From an optimization exercise on the open Yosys and OpenROAD flow, aimed at small area and a short achievable clock period; shortcuts taken in it are not production practice. No activity file was given, so power comes from the tool's default toggle rates.

run C:
// user_logic
module user_logic
(
  Bus2IP_Clk,                      
  Bus2IP_Reset,                    
  Bus2IP_Data,                     
  Bus2IP_BE,                       
  Bus2IP_RdCE,                     
  Bus2IP_WrCE,                     
  IP2Bus_Data,                     
  IP2Bus_RdAck,                    
  IP2Bus_WrAck,                    
  IP2Bus_Error                     
);
parameter C_SLV_DWIDTH                   = 32;
parameter C_NUM_REG                      = 3;
input                                     Bus2IP_Clk;
input                                     Bus2IP_Reset;
input      [0 : C_SLV_DWIDTH-1]           Bus2IP_Data;
input      [0 : C_SLV_DWIDTH/8-1]         Bus2IP_BE;
input      [0 : C_NUM_REG-1]              Bus2IP_RdCE;
input      [0 : C_NUM_REG-1]              Bus2IP_WrCE;
output     [0 : C_SLV_DWIDTH-1]           IP2Bus_Data;
output                                    IP2Bus_RdAck;
output                                    IP2Bus_WrAck;
output                                    IP2Bus_Error;
  reg  [0:31] slv_reg0;    
  reg  [0:31] slv_reg1;    
  reg  [0:31] slv_reg2;    
  reg         rst_d;       
  integer     byte_index;
  reg [0:31] a_next, b_next;
  always @(*) begin
    a_next = slv_reg0;
    b_next = slv_reg1;
    if (Bus2IP_Reset == 1) begin
      a_next = 0;
      b_next = 0;
    end else
      case (Bus2IP_WrCE)
        3'b100 :
          for (byte_index = 0; byte_index <= 3; byte_index = byte_index + 1)
            if (Bus2IP_BE[byte_index] == 1)
              a_next[byte_index*8 +: 8] = Bus2IP_Data[byte_index*8 +: 8];
        3'b010 :
          for (byte_index = 0; byte_index <= 3; byte_index = byte_index + 1)
            if (Bus2IP_BE[byte_index] == 1)
              b_next[byte_index*8 +: 8] = Bus2IP_Data[byte_index*8 +: 8];
        default : ;
      endcase
  end
  always @(posedge Bus2IP_Clk) begin
    slv_reg0 <= a_next;
    slv_reg1 <= b_next;
  end
  ...
For scale: ~1,500 cells after synthesis, ~170 flip-flops, ~79 I/O pins, ~0.016 mm^2 of cells after synthesis.
make LEC_CHECK=0 ABC_AREA=0 CAP_MARGIN=20 CORE_MARGIN=2 CORE_UTILIZATION=40 SETUP_SLACK_MARGIN=4.0 SLEW_MARGIN=20 SYNTH_HIERARCHICAL=1 SYNTH_MINIMUM_KEEP_SIZE=0 finish   # period 8.0 ns
run.sh (not shown) runs the stock make flow with config.mk's settings and CLKGATE_MAP_FILE= SYNTH_SCRIPT=/design/flow/synth_recipe.tcl, a recipe that flattens the netlist after the stock synthesis.
Run C reached the final stage; the timing, DRC and antenna checks on its layout passed.
Setup changes, run C to run B
diff --git a/flow/design.v b/flow/design.v
--- a/flow/design.v
+++ b/flow/design.v
@@ -1524,46 +1524,38 @@
   wire n1037;
   mul_x2 u_n1037 (.a(n1036), .b(n1033), .y(n1037));
   wire n1038;
   mul_x2 u_n1038 (.a(n1037), .b(n1035), .y(n1038));
   wire [31:0] prod = {n1038, n1034, n1030, n1026, n1022, n1018, n1014, n1010, n1008, n1003, n1002, n998, n996, n994, n992, n989, n988, p14_0, n986, p12_0, p11_0, p10_0, p9_0, p8_0, p7_0, p6_0, p5_0, p4_0, p3_0, p2_0, p1_0, p0_0} + {1'b0, n1031, 1'b0, n1023, 1'b0, n1015, 1'b0, n1009, 1'b0, n1004, 1'b0, n997, 1'b0, n993, 1'b0, n990, 1'b0, n987, 1'b0, p12_1, 1'b0, p10_1, 1'b0, p8_1, p7_1, 1'b0, 1'b0, 1'b0, 1'b0, 1'b0, 1'b0, 1'b0};
   always @(posedge Bus2IP_Clk) begin
     if (Bus2IP_Reset | rst_d)
       slv_reg2 <= 0;
     else
       slv_reg2 <= {prod[31], prod[30], prod[29], prod[28], prod[27], prod[26], prod[25], prod[24], prod[23], prod[22], prod[21], prod[20], prod[19], prod[18], prod[17], prod[16], prod[15], prod[14], prod[13], prod[12], prod[11], prod[10], prod[9], prod[8], prod[7], prod[6], prod[5], prod[4], prod[3], prod[2], prod[1], prod[0]};
   end
+  wire rd_bad = ~((Bus2IP_RdCE == 3'b100) | (Bus2IP_RdCE == 3'b010) | (Bus2IP_RdCE == 3'b001));
   genvar gi;
   generate for (gi = 0; gi < 32; gi = gi + 1) begin : g_rd
-    wire many;
-    if (gi % 8 == 0) begin : g_dec
-      mul_maj3 u_many (.a(Bus2IP_RdCE[0]), .b(Bus2IP_RdCE[1]), .c(Bus2IP_RdCE[2]), .y(many));
-    end else begin : g_use
-      assign many = g_rd[gi - gi % 8].many;
-    end
-    mul_omux u_omux (.many(many), .s0(Bus2IP_RdCE[0]), .s1(Bus2IP_RdCE[1]), .s2(Bus2IP_RdCE[2]),
+    mul_omux u_omux (.bad(rd_bad), .s0(Bus2IP_RdCE[0]), .s1(Bus2IP_RdCE[1]), .s2(Bus2IP_RdCE[2]),
                      .d0(slv_reg0[gi]), .d1(slv_reg1[gi]), .d2(slv_reg2[gi]), .y(IP2Bus_Data[gi]));
   end endgenerate
   assign IP2Bus_WrAck = Bus2IP_WrCE[0] | Bus2IP_WrCE[1] | Bus2IP_WrCE[2];
   assign IP2Bus_RdAck = Bus2IP_RdCE[0] | Bus2IP_RdCE[1] | Bus2IP_RdCE[2];
   assign IP2Bus_Error = 1'b0;
 endmodule
 module mul_fa (input a, input b, input c, output s, output co);
   assign s  = a ^ b ^ c;
   assign co = (a & b) | (a & c) | (b & c);
 endmodule
 module mul_ha (input a, input b, output s, output co);
   assign s  = a ^ b;
   assign co = a & b;
 endmodule
 module mul_ao22 (input a, input b, input c, input d, output y);
   assign y = (a & b) | (c & d);
 endmodule
 module mul_x2 (input a, input b, output y);
   assign y = a ^ b;
 endmodule
-module mul_maj3 (input a, input b, input c, output y);
-  assign y = (a & b) | (a & c) | (b & c);
-endmodule
-module mul_omux (input many, input s0, input s1, input s2, input d0, input d1, input d2, output y);
-  assign y = ~many & ((s0 & d0) | (s1 & d1) | (s2 & d2));
+module mul_omux (input bad, input s0, input s1, input s2, input d0, input d1, input d2, output y);
+  assign y = ~bad & ((s0 & d0) | (s1 & d1) | (s2 & d2));
 endmodule
--- outcome ---
- Post-detailed-route via-to-cell ratio delta for run B relative to run C: about 0.6% lower
- Run B vs. run C: total power climbed 0.81%, total standard cell area after synthesis now larger, relative area change from synthesis to final layout did not really move, met3 track utilization from global routing went up.
- Run B vs run C: routed wire length up in run B
- ~same utilization after layout in run B and run C
- Diff run B and run C: number of standard cells in the final layout excluding fillers lower in run C
Function was not checked in any run of this note: the RTL went through the layout flow alone.

-- afterwards: timing with drivers on the ports --
No port has a modelled driver above. Below, the same layouts with a new extraction and two added sets of constraints.
Step 1 sets driving cells, clkbuf_16 on the clock port and buf_2 on the other inputs (assumed; they add their load-dependent delay and slew).
Step 2 times the ports against the registers' clock, not the clock port: input delays grow and output delays shrink by t, the midpoint of the rising clock arrivals with the driver on.
a / b / c = no drivers / after step 1 / after step 2; a / b = the first two.
run | t, ns | slack for setup (ns) | slew at the worst register clock pin (ns)
run C | 0.495 | 3.788 / 3.666 / 3.666 | 0.08 / 0.08
run B | 0.495 | 3.636 / 3.593 / 3.593 | 0.08 / 0.08
After both steps setup and hold are still met in every run listed. For run C, which loses most, drivers alone change the setup slack by -0.122 ns; drivers and shift together by -0.122 ns.
